From an optimization exercise on the open Yosys and OpenROAD flow, aimed at small area; shortcuts taken in it are not production practice.
Function was checked by simulation only, so behaviour that the tests miss may differ from the original.

==> flow/design.v, too long to show whole: its modules and the start of the top module <==
// module wavelet_transform: 3009 lines
module wavelet_transform #(
    parameter BITS_PER_ELEM = 8,
    parameter TOTAL_FILTERS = 7,
    parameter SUM_TRUNCATION = 8
) (
    input wire clk,
    input wire rst,
    input wire signed [BITS_PER_ELEM - 1:0] i_value,
    input wire i_data_clk,
    input wire [7:0] i_select_output_channel,
    output wire [SUM_TRUNCATION - 1:0] o_multiplexed_wavelet_out,
    output wire o_active,
    output [8:0] io_oeb
);
  // ...
==> flow/flow/run.sh <==
#!/bin/bash
# Own flow: the standard synthesis; then fixinv3.py removes the inverters
# synthesis left between cells, mostly around full adders (a full adder is
# self-dual, so some fa cells are flipped to take and give complemented
# signals; some gates are swapped for their inverted-output twins); then
# the standard layout from floorplan to finish on that netlist, with clock
# tree synthesis given the buffer list and sink clustering in flow/cts_args
# and no dummy loads.  Each step's output goes to its own log here.
set -euo pipefail
R=orfs/results/${FLOW_PLATFORM}/wavelet_transform/base
bash standard.sh synth > synth.log 2>&1
cp "$R/1_2_yosys.v" 1_2_yosys.std.v
python3 flow/fixinv3.py 1_2_yosys.std.v "$R/1_2_yosys.v" > fixinv.log 2>&1
rm -f "$R/1_synth.odb" "$R/1_synth.sdc"
CTS="-sink_clustering_enable -repair_clock_nets -dont_use_dummy_load"
if [[ -f flow/cts_args ]]; then CTS="$CTS $(cat flow/cts_args)"; fi
bash standard.sh finish "CTS_ARGS=$CTS" > finish.log 2>&1
==> flow/flow/cts_args <==
-buf_list sky130_fd_sc_hd__clkbuf_8 -sink_clustering_size 15 -sink_clustering_max_diameter 80
==> flow/flow/fixinv3.py <==
#!/usr/bin/env python3
"""Remove inverters from a flat Yosys netlist of sky130hd cells.

Every inverter is removed; then each cell below may change form, and one
inverter is added back for each signal some load still needs inverted:
  * fa (full adder) is self-dual: FA(~a,~b,~c) = ~FA(a,b,c), so a fa cell may
    take complemented inputs and give complemented outputs;
  * a gate may be swapped for its inverted-output twin with the same inputs
    (a22o/a22oi, xor2/xnor2, nand2/and2, ...; found from the liberty file),
    which may change its area (counted in the cost);
  * ha (half adder) may be rebuilt from two gates of the same total area:
    xor2 or xnor2 for the sum, and nand2 (carry given inverted) or nor2 (on
    inverted inputs) for the carry.
The choice minimises the added inverters plus any area change (simulated
annealing).  The logic function of the netlist does not change.

usage: fixinv3.py IN.v OUT.v
"""
import re
import sys
import math
import random

P = 'sky130_fd_sc_hd__'
INV = re.compile(r'^sky130_fd_sc_hd__(inv|clkinv)_\d+$')
OUTPINS = {'X', 'Y', 'Q', 'Q_N', 'SUM', 'COUT', 'HI', 'LO'}
INV_AREA = 3.7536
LIB = '/OpenROAD-flow-scripts/flow/platforms/sky130hd/lib/sky130_fd_sc_hd__tt_025C_1v80.lib'


def load_twins():
    """type -> (twin type, output pin map, area delta): cells with the same
    input pins whose single output is the complement of this cell's."""
    import os
    import itertools
    lib = os.path.join(os.environ.get('FLOW_HOME', '/OpenROAD-flow-scripts/flow'),
                       'platforms/sky130hd/lib/sky130_fd_sc_hd__tt_025C_1v80.lib')
    if not os.path.exists(lib):
        lib = LIB
    t = open(lib).read()
    cells = {}
    for m in re.finditer(r'cell \("sky130_fd_sc_hd__(\w+)"\)\s*\{(.*?)\n    \}\n', t, re.S):
        name, body = m.group(1), m.group(2)
        if name.startswith(('lpflow', 'probe')) or 'dont_use : true' in body:
            continue
        if not re.match(r'^[a-z0-9]+_\d+$', name):
            continue
        a = re.search(r'area\s*:\s*([\d.]+)', body)
        pins = re.findall(r'pin \("(\w+)"\)\s*\{(.*?)\n        \}', body, re.S)
        outs = [(p, re.search(r'function\s*:\s*"([^"]*)"', b)) for p, b in pins if 'direction : "output"' in b]
        ins = sorted(p for p, b in pins if 'direction : "input"' in b)
        if len(outs) != 1 or not outs[0][1] or len(ins) > 6 or outs[0][0] == 'Z':
            continue
        if re.search(r'\bff\s*\(|\blatch\s*\(|clock\s*:\s*true', body):
            continue
        fn = outs[0][1].group(1)
        expr = fn.replace('!', ' not ').replace('&', ' and ').replace('|', ' or ').replace('^', ' != ')
        tt = []
        for vals in itertools.product((False, True), repeat=len(ins)):
            env = dict(zip(ins, vals))
            try:
                tt.append(bool(eval(expr, {}, env)))
            except Exception:
                tt = None
                break
        if tt is None:
            continue
        cells[name] = (float(a.group(1)), outs[0][0], tuple(ins), tuple(tt))
    byfn = {}
    for n, (ar, op, ins, tt) in cells.items():
        byfn.setdefault((ins, tt), []).append((ar, n, op))
    tw = {}
    for n, (ar, op, ins, tt) in cells.items():
        comp = tuple(not x for x in tt)
        c = byfn.get((ins, comp))
        if not c:
            continue
        ar2, n2, op2 = min(c)
        tw[n] = (n2, {op: op2}, ar2 - ar)
    return tw


TWIN = load_twins()

lines = open(sys.argv[1]).read().split('\n')

ports = set()
cells = []
first_cell_line = None
i = 0
while i < len(lines):
    ln = lines[i]
    m = re.match(r'^\s*(input|output|inout)\s+(\[[^\]]*\]\s*)?(.*);', ln)
    if m:
        for p in m.group(3).split(','):
            ports.add(p.strip())
    m = re.match(r'^\s*(sky130_fd_sc_hd__\w+)\s+(\S+(?: )?)\s*\($', ln)
    if m:
        if first_cell_line is None:
            first_cell_line = i
        pins = []
        j = i + 1
        while not re.match(r'^\s*\);\s*$', lines[j]):
            pm = re.match(r'^\s*\.(\w+)\((.*)\),?\s*$', lines[j])
            assert pm, lines[j]
            pins.append((pm.group(1), pm.group(2).strip()))
            j += 1
        cells.append(dict(type=m.group(1)[len(P):], name=m.group(2).strip(), pins=pins, lo=i, hi=j))
        i = j + 1
        continue
    i += 1


def portbase(net):
    return re.sub(r'\[\d+\]$', '', net.lstrip('\\').strip())


def isport(net):
    return portbase(net) in ports


def vnet(n):
    return n + ' ' if n.startswith('\\') else n


driver = {}
for k, c in enumerate(cells):
    for p, n in c['pins']:
        if p in OUTPINS:
            driver[n] = (k, p)

removable = set()
inv_in = {}
for k, c in enumerate(cells):
    if INV.match(P + c['type']):
        d = dict(c['pins'])
        if not isport(d['Y']):
            removable.add(k)
            inv_in[d['Y']] = d['A']


def literal(net):
    p = 0
    while net in inv_in:
        net = inv_in[net]
        p ^= 1
    return net, p


# node kinds
KIND = [None] * len(cells)
for k, c in enumerate(cells):
    if k in removable:
        continue
    outs = [n for p, n in c['pins'] if p in OUTPINS]
    if any(isport(n) for n in outs):
        continue
    t = c['type']
    if re.match(r'^fa_\d+$', t):
        KIND[k] = 'fa'
    elif t == 'ha_1' and all(n for p, n in c['pins']) and len(c['pins']) == 4:
        KIND[k] = 'ha'
    elif t in TWIN and TWIN[t][2] < INV_AREA:
        KIND[k] = 'twin'

# state: fa: 0/1 flip; twin: 0/1 swapped; ha: (mode 0..2, sumpol 0/1)
state = [0] * len(cells)


def outpar(k, pin):
    kd = KIND[k]
    st = state[k]
    if kd == 'fa' or kd == 'twin':
        return st & 1
    if kd == 'ha':
        mode, sp = st >> 1, st & 1
        if pin == 'SUM':
            return 0 if mode == 0 else sp
        return (0, 1, 0)[mode]
    return 0


def inreq(k, pin):
    kd = KIND[k]
    if kd == 'fa':
        return state[k] & 1
    if kd == 'ha':
        return 1 if (state[k] >> 1) == 2 else 0
    return 0


def areadelta(k):
    if KIND[k] == 'twin' and state[k]:
        return TWIN[cells[k]['type']][2]
    return 0.0


loads = []
byroot = {}
for k, c in enumerate(cells):
    if k in removable:
        continue
    for pi, (p, n) in enumerate(c['pins']):
        if p in OUTPINS:
            continue
        r, par = literal(n)
        loads.append((k, pi, p, r, par))
        byroot.setdefault(r, []).append(len(loads) - 1)


def phys(li):
    k, pi, p, r, par = loads[li]
    v = par
    d = driver.get(r)
    if d is not None:
        v ^= outpar(d[0], d[1])
    return v ^ inreq(k, p)


def rootcost(r):
    return INV_AREA if any(phys(li) for li in byroot[r]) else 0.0


touch = {}
for k in range(len(cells)):
    if KIND[k] is None:
        continue
    rs = set()
    for p, n in cells[k]['pins']:
        if p in OUTPINS:
            if n in byroot:
                rs.add(n)
        else:
            rs.add(literal(n)[0])
    touch[k] = list(rs)


def localcost(k):
    return sum(rootcost(r) for r in touch[k]) + areadelta(k)


def moves(k):
    kd = KIND[k]
    if kd in ('fa', 'twin'):
        return [state[k] ^ 1]
    return [x for x in range(6) if x != state[k] and x != 1]   # mode 0 has one sum form


total0 = sum(rootcost(r) for r in byroot)
cands = list(touch.keys())
rng = random.Random(1)
cur = total0
best = cur
bests = list(state)
steps = 400 * max(1, len(cands))
T0 = 2.0 * INV_AREA
for it in range(steps):
    k = cands[rng.randrange(len(cands))]
    old = state[k]
    before = localcost(k)
    state[k] = rng.choice(moves(k))
    d = localcost(k) - before
    T = max(0.05, T0 * (1 - it / steps))
    if d <= 0 or rng.random() < math.exp(-d / T):
        cur += d
        if cur < best - 1e-9:
            best = cur
            bests = list(state)
    else:
        state[k] = old
state = bests
total1 = sum(rootcost(r) for r in byroot) + sum(areadelta(k) for k in range(len(cells)))

# --- rewrite ---------------------------------------------------------------
newinv = {}
newcells = []
newwires = []
conn = {}
for li, (k, pi, p, r, par) in enumerate(loads):
    if phys(li):
        if r not in newinv:
            nm = 'fixinv_n%d' % len(newinv)
            newinv[r] = nm
            newwires.append(nm)
            newcells.append('  %sinv_1 fixinv_%d (\n    .A(%s),\n    .Y(%s)\n  );'
                            % (P, len(newinv) - 1, vnet(r), nm))
        conn[(k, pi)] = newinv[r]
    else:
        conn[(k, pi)] = r

drop = set()
for k in removable:
    drop.update(range(cells[k]['lo'], cells[k]['hi'] + 1))
repl = {}
nha = [0, 0, 0]
ntwin = 0
for k, c in enumerate(cells):
    if k in removable:
        continue
    pins = [(p, conn.get((k, pi), n)) for pi, (p, n) in enumerate(c['pins'])]
    kd = KIND[k]
    if kd == 'ha' and (state[k] >> 1) != 0:
        mode, sp = state[k] >> 1, state[k] & 1
        nha[mode] += 1
        d = dict(pins)
        st = 'xnor2_1' if sp else 'xor2_1'
        ct = 'nand2_1' if mode == 1 else 'nor2_1'
        txt = ['  %s%s %s (' % (P, st, vnet(c['name'] + '_hs')),
               '    .A(%s),' % vnet(d['A']), '    .B(%s),' % vnet(d['B']),
               '    .%s(%s)' % ('Y' if sp else 'X', vnet(d['SUM'])), '  );',
               '  %s%s %s (' % (P, ct, vnet(c['name'] + '_hc')),
               '    .A(%s),' % vnet(d['A']), '    .B(%s),' % vnet(d['B']),
               '    .Y(%s)' % vnet(d['COUT']), '  );']
        for x in range(c['lo'], c['hi'] + 1):
            drop.add(x)
        repl[c['lo']] = '\n'.join(txt)
        continue
    ty = c['type']
    if kd == 'twin' and state[k]:
        ntwin += 1
        ty, pm, _ = TWIN[ty]
        pins = [(pm.get(p, p), n) for p, n in pins]
    if kd == 'fa' and state[k]:
        pass
    txt = ['  %s%s %s (' % (P, ty, vnet(c['name'])) if c['name'].startswith('\\') else '  %s%s %s (' % (P, ty, c['name'])]
    for x, (p, n) in enumerate(pins):
        txt.append('    .%s(%s)%s' % (p, vnet(n), ',' if x < len(pins) - 1 else ''))
    txt.append('  );')
    for x in range(c['lo'], c['hi'] + 1):
        drop.add(x)
    repl[c['lo']] = '\n'.join(txt)

out = []
for x, ln in enumerate(lines):
    if x == first_cell_line:
        out.extend('  wire %s;' % w for w in newwires)
    if x in repl:
        out.append(repl[x])
        continue
    if x in drop:
        continue
    out.append(ln)
em = max(x for x, ln in enumerate(out) if ln.strip() == 'endmodule')
out[em:em] = newcells
open(sys.argv[2], 'w').write('\n'.join(out) + '\n')
sys.stderr.write('inverters removed %d, added back %d; cost %.1f -> %.1f um2; fa flipped %d; '
                 'twins swapped %d; ha rebuilt nand %d nor %d\n'
                 % (len(removable), len(newinv), total0, total1,
                    sum(1 for k in range(len(cells)) if KIND[k] == 'fa' and state[k]),
                    ntwin, nha[1], nha[2]))
==> flow/standard.sh <==
#!/bin/bash
# synth_recipe.tcl (not shown) runs the flow's synth.tcl, then flattens the netlist and writes it again
# the make line also repeats each setting of config.mk as NAME=value (left out here)
make -C /OpenROAD-flow-scripts/flow DESIGN_CONFIG=/design/flow/config.mk WORK_HOME=/design/flow/orfs CLKGATE_MAP_FILE= SYNTH_SCRIPT=/design/flow/synth_recipe.tcl "${@:-finish}"
==> flow/config.mk <==
export PLATFORM = sky130hd
export DESIGN_NAME = wavelet_transform
export DESIGN_NICKNAME = wavelet_transform
export VERILOG_FILES = /design/flow/design.v
export SDC_FILE = /design/flow/constraint.sdc
export NUM_CORES = 4
export LEC_CHECK = 0
export CAP_MARGIN = 20
export CORE_MARGIN = 2
export CORE_UTILIZATION = 60
export SLEW_MARGIN = 20
==> flow/constraint.sdc <==
create_clock -name core_clock -period 14.0 [get_ports {clk}]
set_input_delay 2.8000 -clock core_clock [delete_from_list [all_inputs] [get_ports {clk}]]
set_output_delay 2.8000 -clock core_clock [all_outputs]
set_load 0.01 [all_outputs]
==> impl_metrics.tcl, run 1 <==
set metrics [dict create \
    status "no timing/DRC/antenna violations" \
    clock_cell_area_share_pct 1.79 \
    hold_buffers 0 \
    ctsHtreeMaxLevel 3 \
    port_buffers 27 \
    tns_ns 0 \
    rsz0062_at_grt "no" \
    critical_path.endpoint "acc6[19]" \
    via_per_inst 6.66 \
    hold_end "u49[6]" \
    reg_top3 "acc6 x20, acc5 x19" \
    end_kind "flop" \
    met3_usage_pct 7.02 \
    seq_cells 770 \
    max_flop_register "acc6" \
    hold_viol_final 0 \
    start_util_pct 60.8 \
    fin_cells 4798 \
    wire_per_inst_um 31.7 \
    multiInputGateArea_um2 30700 \
    place_ws_ns 0.584 \
    dominant-cell-class "multi-input gates" \
    path_depth 29 \
    grt_overflow_total 0 \
    clock_buffers 66 \
    tightest_slew_ns 1.33 \
    die_area_um2 82600 \
    finalInstanceArea_um2 50800 \
    top_layer_used "met4" \
    slew_viol_final 0 \
    holdCritPathClass "flop to flop" \
    grt_util_met1_pct 48.7 \
]
==> run 2, diff against run 1 <==
--- a/flow/config.mk
+++ b/flow/config.mk
@@ -7,5 +7,5 @@
 export LEC_CHECK = 0
-export CAP_MARGIN = 20
+export CAP_MARGIN = 10
 export CORE_MARGIN = 2
-export CORE_UTILIZATION = 60
-export SLEW_MARGIN = 20
+export CORE_UTILIZATION = 70
+export SLEW_MARGIN = 10
==> run 2 against run 1 <==
Now fails the layout checks on max-slew violations. Critical path depth stayed put. Synthesized area stayed put. Clock-buffer cell count fell by 5. Non-clock buffer count is the same. Clock skew shrank 0.0048 ns. Critical path type unchanged. Highest routed layer is now met5.
==> impl_metrics.tcl, run 2 <==
set metrics [dict create \
    cts_resized 0 \
    clkTransAtPathRegs_ns 0.09 \
    tns_ns 0 \
    port_buffers 27 \
    wl_um 148000 \
    crit_top_cell "fa_1" \
    gp_congestion 1.06 \
    max_stage_delay_ns 1.14 \
    grt.total_usage_pct 43.0 \
    die_area_um2 71000 \
    so_faults "max-slew violations" \
    route.detailed.drc 0 \
    area_delta_synth_final_pct 4.56 \
    tightest_slew_ns 1.59 \
    fillers 4557 \
    cp_max_fo 46 \
    cts_setup_buffers 0 \
    hp-start "u38[2]" \
    die_x_um 266 \
    cts_sinks 770 \
    r2r_start "ph2" \
    critPathLaunchType "flop" \
    die_y_um 266 \
    dp_hpwl_um 120000 \
    reg_top3 "acc6 x20, acc5 x19" \
    hold_buffers 0 \
    maxSlewHeadroom_pct -5.89 \
    holdWs_ns 0.475 \
    startpoint "ph2" \
    nNetsFinal 4783 \
    cts_buffer_depth 3 \
    first_global_vias 34400 \
    post-route-period-util_pct 96.3 \
    synthCells 3783 \
    hold_viol_final 0 \
    largest_register_ffs 20 \
    cts_root_buf "clkbuf_8" \
    end_kind "flop" \
    status "failed layout checks" \
    grt_pass1_wl_um 222000 \
    crit_type "flop to flop" \
    final_util_pct 73.8 \
    layout_commonest_cell "fa_1" \
    clock_skew_ns 0.129 \
    worstPathRequired_ns 14.57 \
    antenna_found_initial 3 \
    rsz0062_at_grt "no" \
    vias 32700 \
    slew_viol_final 3 \
    worstSkewPairLatency_ns 0.77 \
    ctsHtreeMaxLevel 2 \
    finalSetupViolCount 0 \
    syn_avg_cell_area_um2 12.7 \
    layout_common_cells "fa_1, dfxtp_1, a22o_1" \
    max_clock_freq_mhz 74.1 \
    period_needed_ns 13.49 \
    max_flop_register "acc6" \
    firstDrtPassIters 16 \
    holdCritPathClass "flop to flop" \
    numCtsBuffers 61 \
    layout-drive-gt1-share_pct 5.45 \
    arrival_ns 14.06 \
    core_um2 68300 \
    cts_tree "built" \
    yosys_warnings 1 \
    maxCapViolCount 0 \
    grt_overflow_total 0 \
    synth_area_um2 48200 \
    drtAntennaViolNets 0 \
    crit_slowest_cell "a222oi_1" \
    start_util_pct 70.5 \
    wire_per_inst_um 32.0 \
    drt-initial-drc-count 4918 \
    ios 37 \
    row_count 96 \
    via_per_inst 7.07 \
    grt_max_degree 247 \
]
-- run 2: area by class of cell --
cell class	count	area (µm²)	share of cell area (%)
well taps	882	1100	2.19
inverters	299	1130	2.24
diodes	3	7.51	0.0149
multi-input cells	2467	30700	61.0
flip-flops and latches	770	15400	30.6
clock buffers	61	840	1.67
repair buffers	144	1170	2.32
-- run 2: layer usage --
| layer | wire, µm | GRT usage, % |
|---|---|---|
| met2 | 69000 | 67.4 |
| met1 | 51800 | 53.6 |
| met4 | 13300 | 30.6 |
| met3 | 14000 | 8.99 |
| met5 | 19 | 0 |
-- run 2: metrics by stage --
stage,cells,cell area (µm²),setup WS [ns]
floorplan,3791,48200,1.09
global placement,4559,49500,0.797
detailed placement,4559,49500,0.672
CTS,4620,50400,0.611
global route,4625,50400,0.0979
finish,4626,50400,0.513
-- run 2: worst max-delay path, delay by kind of cell (launching register included) --
kind / cells / cell delay, ns
flip-flops: 1 / 0.53
AO/OA/AOI/OAI: 2 / 1.34
buffers and inverters: 1 / 0.07
adder cells (fa/ha/maj): 26 / 11.36
-- run 2: worst paths after layout --
check	cells past startpoint	slack, ns	end
worst max-delay path	29	0.51	acc6[18]
worst max register to register	29	0.51	acc6[18]
worst min register to register	1	0.48	u39[2]
worst min-delay path	1	0.48	u39[2]
==> run 3, diff against run 2 <==
--- a/flow/config.mk
+++ b/flow/config.mk
@@ -9,3 +9,3 @@
 export CORE_MARGIN = 2
-export CORE_UTILIZATION = 70
+export CORE_UTILIZATION = 50
 export SLEW_MARGIN = 10
==> run 3 against run 2 <==
Now clean on timing, DRC and antenna. Synthesized area stayed put. Register-to-register slack better by 0.05 ns. Core utilization down 20 points. Die area up 39%. Worst setup slack better by 0.048 ns. Non-clock buffer count rose by 15. Critical endpoint is now acc6[19].
==> impl_metrics.tcl, run 3 <==
set metrics [dict create \
    ios 37 \
    tns_ns 0 \
    cts_tree "built" \
    firstDrtPassIters 10 \
    post-route-period-util_pct 96.0 \
    maxSlewHeadroom_pct 3.81 \
    grt.total_usage_pct 30.6 \
    cts_setup_buffers 0 \
    finalSetupViolCount 0 \
    crit_type "flop to flop" \
    dp_hpwl_um 117000 \
    vias 31200 \
    place_area_um2 50200 \
    crit_slowest_cell "a222oi_1" \
    cts_root_buf "clkbuf_8" \
    finalInstanceArea_um2 51100 \
    status "no timing/DRC/antenna violations" \
    r2r_start "ph2" \
    cts_buffer_depth 3 \
    critPathLaunchType "flop" \
    via_per_inst 6.21 \
    gp_congestion 1.01 \
    worstSkewPairLatency_ns 0.75 \
    die_area_um2 98900 \
    largest_register_ffs 20 \
    arrival_ns 13.98 \
    end_kind "flop" \
    ctsHtreeMaxLevel 3 \
    layout_commonest_cell "fa_1" \
    tightest_slew_ns 1.44 \
    max_stage_delay_ns 1.21 \
    syn_avg_cell_area_um2 12.7 \
    path_buf_inv 3 \
    reg2reg_setup_slack_ns 0.56 \
    first_global_vias 32700 \
    maxCapViolCount 0 \
    yosys_warnings 1 \
    area_delta_synth_final_pct 5.96 \
    wire_per_inst_um 29.4 \
    holdCritPathClass "flop to flop" \
    worstPathRequired_ns 14.54 \
    antenna_found_initial 4 \
    grt_overflow_total 0 \
    layout_common_cells "fa_1, dfxtp_1, a22o_1" \
    layout-drive-gt1-share_pct 5.96 \
    hold_buffers 0 \
    whs_path_depth 1 \
    crit_top_cell "fa_1" \
    max_flop_register "acc6" \
    hp-start "u72[2]" \
    cp_max_fo 30 \
    period_needed_ns 13.44 \
    port_buffers 27 \
    core_um2 95300 \
    clock_skew_ns 0.0996 \
    die_x_um 315 \
    rr_endpoint "acc6[19]" \
    nNetsFinal 4803 \
    hold_viol_final 0 \
    hold_end "u73[2]" \
    grt_max_degree 242 \
    start_util_pct 50.6 \
    synth_area_um2 48200 \
    drt-initial-drc-count 3583 \
    clkTransAtPathRegs_ns 0.10 \
    grt_pass1_wl_um 220000 \
    cts_sinks 770 \
    wl_um 148000 \
    die_y_um 315 \
    rsz0062_at_grt "no" \
    max_clock_freq_mhz 74.4 \
    rr_worst_depth 33 \
    row_count 113 \
    cts_resized 0 \
    numCtsBuffers 66 \
    route.detailed.drc 0 \
    reg_top3 "acc6 x20, acc5 x19" \
    drtAntennaViolNets 0 \
    synthCells 3783 \
    slew_viol_final 0 \
    path_delay_family "adder cells" \
]
[run 3: how the worst max path moves through the flow]
stage / from / to / cells past startpoint
after global placement: ph2 / acc6[18] / 32
after detailed placement: ph2 / acc6[19] / 33
after global routing: ph2 / acc6[19] / 30
after CTS: ph2 / acc6[19] / 33
final: ph2 / acc6[19] / 33
after floorplan: ph2 / acc6[18] / 35
[run 3: area by class of cell]
class	count	area, µm²
multi-input combinational	2467	30700
timing repair buffer	159	1300
antenna	1	2.50
sequential	770	15400
tap	1265	1580
inverter	299	1130
fill	8281	44200
clock buffer	66	908
[run 3: per-layer routing]
metal,wire [µm],global-route usage [%]
met1,58900,40.5
met3,9530,5.35
met5,47,0
met4,8390,14.7
met2,70900,49.0
[run 3: per-stage QoR]
step	util (%)	hold WS [ns]	worst slack (ns)	cells
after floorplan	-	0.425	1.09	3791
after global placement	52.7	0.446	0.798	4960
after detailed placement	52.7	0.447	0.721	4960
after CTS	53.6	0.422	0.672	5026
after global routing	53.6	0.461	0.211	5027
final	53.6	0.418	0.561	5027
==> run 4, diff against run 3 <==
--- a/flow/config.mk
+++ b/flow/config.mk
@@ -9,3 +9,3 @@
 export CORE_MARGIN = 2
-export CORE_UTILIZATION = 50
+export CORE_UTILIZATION = 60
 export SLEW_MARGIN = 10
==> run 4 against run 3 <==
Highest routed layer is now met4. Synthesized cell count is the same. Sequential share of layout area rose by 0.26 points. Hold slack got worse by 0.012 ns. Clock skew increased by 0.046 ns. Worst setup slack worse by 0.11 ns. Largest cell class unchanged.
==> impl_metrics.tcl, run 4 <==
set metrics [dict create \
    cts_tree "built" \
    status "no timing/DRC/antenna violations" \
    cts_buffer_depth 3 \
    cp_max_fo 101 \
    largest_register_ffs 20 \
    die_area_um2 82600 \
    ctsHtreeMaxLevel 2 \
    numCtsBuffers 61 \
    layout_common_cells "fa_1, dfxtp_1, a22o_1" \
    wire_per_inst_um 31.8 \
    holdCritPathClass "flop to flop" \
    row_count 103 \
    maxSlewHeadroom_pct 11.2 \
    cts_sinks 770 \
    arrival_ns 14.08 \
    layout-drive-gt1-share_pct 5.40 \
    cts_setup_buffers 0 \
    critPathLaunchType "flop" \
    core_um2 79300 \
    via_per_inst 6.67 \
    finalInstanceArea_um2 50700 \
    post-route-period-util_pct 96.8 \
    crit_slowest_cell "a222oi_1" \
    wl_um 152000 \
    grt.total_usage_pct 37.6 \
    finalSetupViolCount 0 \
    maxCapViolCount 0 \
    drt-initial-drc-count 4009 \
    fillers 6109 \
    place_ws_ns 0.597 \
    firstDrtPassIters 10 \
    port_buffers 27 \
    cts_resized 0 \
    reg_top3 "acc6 x20, acc5 x19" \
    max_clock_freq_mhz 73.8 \
    die_x_um 287 \
    tns_ns 0 \
    ios 37 \
    gp_congestion 1.01 \
    grt_pass1_wl_um 224000 \
    period_needed_ns 13.55 \
    grt_max_degree 261 \
    tightest_slew_ns 1.33 \
    first_global_vias 33400 \
    drtAntennaViolNets 0 \
    worstSkewPairLatency_ns 0.79 \
    nNetsFinal 4781 \
    synthCells 3783 \
    antenna_found_initial 3 \
    yosys_warnings 1 \
    clock_skew_ns 0.146 \
    max_flop_register "acc6" \
    cts_root_buf "clkbuf_8" \
    route.detailed.drc 0 \
    layout_commonest_cell "fa_1" \
    hold_viol_final 0 \
    worstPathRequired_ns 14.54 \
    setup_ws_ns 0.454 \
    grt_overflow_total 0 \
    synth_area_um2 48200 \
    vias 31900 \
    crit_top_cell "fa_1" \
    area_delta_synth_final_pct 5.07 \
    die_y_um 287 \
    dp_hpwl_um 122000 \
    place_area_um2 49800 \
    crit_type "flop to flop" \
    clkTransAtPathRegs_ns 0.10 \
    start_util_pct 60.8 \
    slew_viol_final 0 \
    max_stage_delay_ns 0.99 \
    hold_buffers 0 \
    syn_avg_cell_area_um2 12.7 \
    end_kind "flop" \
    rsz0062_at_grt "no" \
]
-- run 4: worst paths after layout --
| path | from | to | slack [ns] | depth (start not counted) |
|---|---|---|---|---|
| worst min register to register | u18[2] | u19[2] | 0.41 | 1 |
| worst max register to register | ph2 | acc6[19] | 0.45 | 29 |
| worst min-delay path | u18[2] | u19[2] | 0.41 | 1 |
| worst max-delay path | ph2 | acc6[19] | 0.45 | 29 |
-- run 4: final cells by class --
type / instances / area, µm² / share of cell area [%]
Inverter: 299 / 1130 / 2.23
Sequential cell: 770 / 15400 / 30.5
Clock buffer: 61 / 840 / 1.66
Tap cell: 1050 / 1310 / 2.59
Multi-Input combinational cell: 2467 / 30700 / 60.7
Timing Repair Buffer: 142 / 1210 / 2.39
Antenna cell: 1 / 2.50 / 0.00494
-- run 4: per-layer routing --
layer  global-route usage, %  up-vias  share of wire [%]
li1                        -    13200                  -
met5                       0        -                  0
met1                    48.9    16800                 38
met2                    61.2     1572                 48
met3                    5.89      367                7.4
met4                    20.0        0                6.5
-- run 4: metrics by stage --
step,util (%),hold WS (ns),cells
2_1_floorplan,-,0.425,3791
3_3_place_gp,62.8,0.437,4727
3_5_place_dp,62.9,0.453,4728
4_1_cts,63.9,0.411,4789
5_1_grt,63.9,0.436,4790
6_report,63.9,0.406,4790
-- run 4: critical path: cells and delay by family, from the launching register on --
kind / cells / cell delay [ns]
buffers and inverters: 1 / 0.25
DFF: 1 / 0.53
xor gates and xnor gates: 1 / 0.16
AOI/OAI and AO/OA: 2 / 1.08
adders and majority gates: 25 / 11.00
==> run 5, diff against run 4 <==
==> flow/flow/cts_args (replaced) <==
-buf_list sky130_fd_sc_hd__clkbuf_4 sky130_fd_sc_hd__clkbuf_8 -sink_clustering_size 15 -sink_clustering_max_diameter 80
==> run 5 against run 4 <==
The flow now stops in clock tree synthesis. Synthesized area is the same. Synthesized cell count is the same.
==> impl_metrics.tcl, run 5 <==
set metrics [dict create \
    die_y_um 287 \
    syn_avg_cell_area_um2 12.7 \
    die_x_um 287 \
    stop_stage "clock tree synthesis" \
    dp_hpwl_um 122000 \
    dp.cells 4728 \
    status "did not finish" \
    synthCells 3783 \
    port_buffers 27 \
    yosys_warnings 1 \
    row_count 103 \
    place_area_um2 49800 \
    ios 37 \
    gp_congestion 1.01 \
    error_line "[ERROR STA-0564] clock_tree_synthesis positional arguments not supported." \
    synth_area_um2 48200 \
    start_util_pct 60.8 \
]
run 5: worst max-delay path by stage:
stage          from       end  cells past startpoint
2_1_floorplan   ph2  acc6[18]                     35
3_3_place_gp    ph2  acc6[19]                     32
3_5_place_dp    ph2  acc6[19]                     32
run 5: stage by stage:
step	hold WS, ns	utilization (%)	setup slack, ns
after detailed placement	0.453	62.9	0.597
after floorplan	0.425	-	1.09
after global placement	0.437	62.8	0.715
==> run 6, diff against run 5 <==
==> flow/flow/cts_args (replaced) <==
-buf_list {sky130_fd_sc_hd__clkbuf_4 sky130_fd_sc_hd__clkbuf_8} -sink_clustering_size 15 -sink_clustering_max_diameter 80
==> run 6 against run 5 <==
The run now finishes clean. Synthesized area unchanged. Synthesized cell count is the same.
==> impl_metrics.tcl, run 6 <==
set metrics [dict create \
    status "no timing/DRC/antenna violations" \
    fillers 6109 \
    core_um2 79300 \
    numCtsBuffers 61 \
    period_needed_ns 13.55 \
    vias 31900 \
    ios 37 \
    grt.total_usage_pct 37.6 \
    port_buffers 27 \
    whs_path_depth 1 \
    start_util_pct 60.8 \
    grt_max_degree 261 \
    area_delta_synth_final_pct 5.07 \
    yosys_warnings 1 \
    reg_top3 "acc6 x20, acc5 x19" \
    cp_max_fo 101 \
    crit_slowest_cell "a222oi_1" \
    drt-initial-drc-count 4009 \
    die_y_um 287 \
    dp_hpwl_um 122000 \
    finalSetupViolCount 0 \
    crit_top_cell "fa_1" \
    firstDrtPassIters 10 \
    tns_ns 0 \
    grt_overflow_total 0 \
    die_x_um 287 \
    antenna_found_initial 3 \
    wl_um 152000 \
    largest_register_ffs 20 \
    critPathLaunchType "flop" \
    rsz0062_at_grt "no" \
    holdCritPathClass "flop to flop" \
    rr_worst_depth 29 \
    synthCells 3783 \
    cts_buffer_depth 3 \
    holdWs_ns 0.406 \
    nNetsFinal 4781 \
    maxCapViolCount 0 \
    hold_buffers 0 \
    post-route-period-util_pct 96.8 \
    drtAntennaViolNets 0 \
    cts_tree "built" \
    maxSlewHeadroom_pct 11.2 \
    cts_setup_buffers 0 \
    synth_area_um2 48200 \
    wire_per_inst_um 31.8 \
    row_count 103 \
    route.detailed.drc 0 \
    layout_common_cells "fa_1, dfxtp_1, a22o_1" \
    die_area_um2 82600 \
    worstPathRequired_ns 14.54 \
    worstSkewPairLatency_ns 0.79 \
    ctsHtreeMaxLevel 2 \
    layout-drive-gt1-share_pct 5.40 \
    first_global_vias 33400 \
    max_clock_freq_mhz 73.8 \
    max_flop_register "acc6" \
    syn_avg_cell_area_um2 12.7 \
    tightest_slew_ns 1.33 \
    layout_commonest_cell "fa_1" \
    gp_congestion 1.01 \
    cts_root_buf "clkbuf_8" \
    crit_type "flop to flop" \
    via_per_inst 6.67 \
    cts_resized 0 \
    grt_pass1_wl_um 224000 \
    clock_skew_ns 0.146 \
    clkTransAtPathRegs_ns 0.10 \
    slew_viol_final 0 \
    end_kind "flop" \
    arrival_ns 14.08 \
    cts_sinks 770 \
    max_stage_delay_ns 0.99 \
    hold_viol_final 0 \
]
[run 6: cell type report]
cell class                      instances  area, µm²  area share [%]
Sequential cell                       770      15400            30.5
Multi-Input combinational cell       2467      30700            60.7
Timing Repair Buffer                  142       1210            2.39
Clock buffer                           61        840            1.66
Tap cell                             1050       1310            2.59
Inverter                              299       1130            2.23
Antenna cell                            1       2.50         0.00494
[run 6: worst max-delay path: cells and delay by family (launching register included)]
kind,cells,cell delay (ns)
DFF,1,0.53
xor gates and xnor gates,1,0.16
AOI/OAI and AO/OA,2,1.08
buffers and inverters,1,0.25
adders and majority gates,25,11.00
[run 6: metal layers]
metal	global-route usage [%]	share of wire, %	vias to the layer above
li1	-	-	13200
met1	48.9	38	16800
met2	61.2	48	1572
met3	5.89	7.4	367
met4	20.0	6.5	0
met5	0	0	-
[run 6: through the flow]
| step | cells | util (%) | instance area [µm²] | worst slack (ns) |
|---|---|---|---|---|
| 2_1_floorplan | 3791 | - | 48200 | 1.09 |
| 3_3_place_gp | 4727 | 62.8 | 49800 | 0.715 |
| 3_5_place_dp | 4728 | 62.9 | 49800 | 0.597 |
| 4_1_cts | 4789 | 63.9 | 50700 | 0.496 |
| 5_1_grt | 4790 | 63.9 | 50700 | 0.130 |
| 6_report | 4790 | 63.9 | 50700 | 0.454 |
[run 6: path summary, 6_finish.rpt]
kind	start	endpoint	slack, ns
setup reg to reg	ph2	acc6[19]	0.45
hold / removal	u18[2]	u19[2]	0.41
setup / recovery	ph2	acc6[19]	0.45
hold reg to reg	u18[2]	u19[2]	0.41

==> what the ideal ports hide <==
The flow's constraints put no driver on any port. The routed layouts listed below were extracted and timed again, unchanged, in two steps. Step 1: set_driving_cell puts a clkbuf_16 on clk and a buf_2 on each other input, an assumption about the parent block. Step 2 adds t to the input delays and takes it off the output delays; t is the mean of the earliest and latest rising clock arrival at the registers after step 1. Input paths then give back, and output paths get back, about the clock's delay inside the block. a / b / c = ideal ports / drivers / drivers and shift; a / b = the first two.
run	t, ns	setup slack, ns	slew at the worst register clock pin (ns)
run 1	0.742	0.497 / 0.497 / 0.497	0.11 / 0.11
run 2	0.776	0.513 / 0.513 / 0.513	0.10 / 0.10
run 3	0.772	0.561 / 0.561 / 0.561	0.11 / 0.11
run 4	0.787	0.454 / 0.454 / 0.454	0.11 / 0.11
run 6	0.787	0.454 / 0.454 / 0.454	0.11 / 0.11
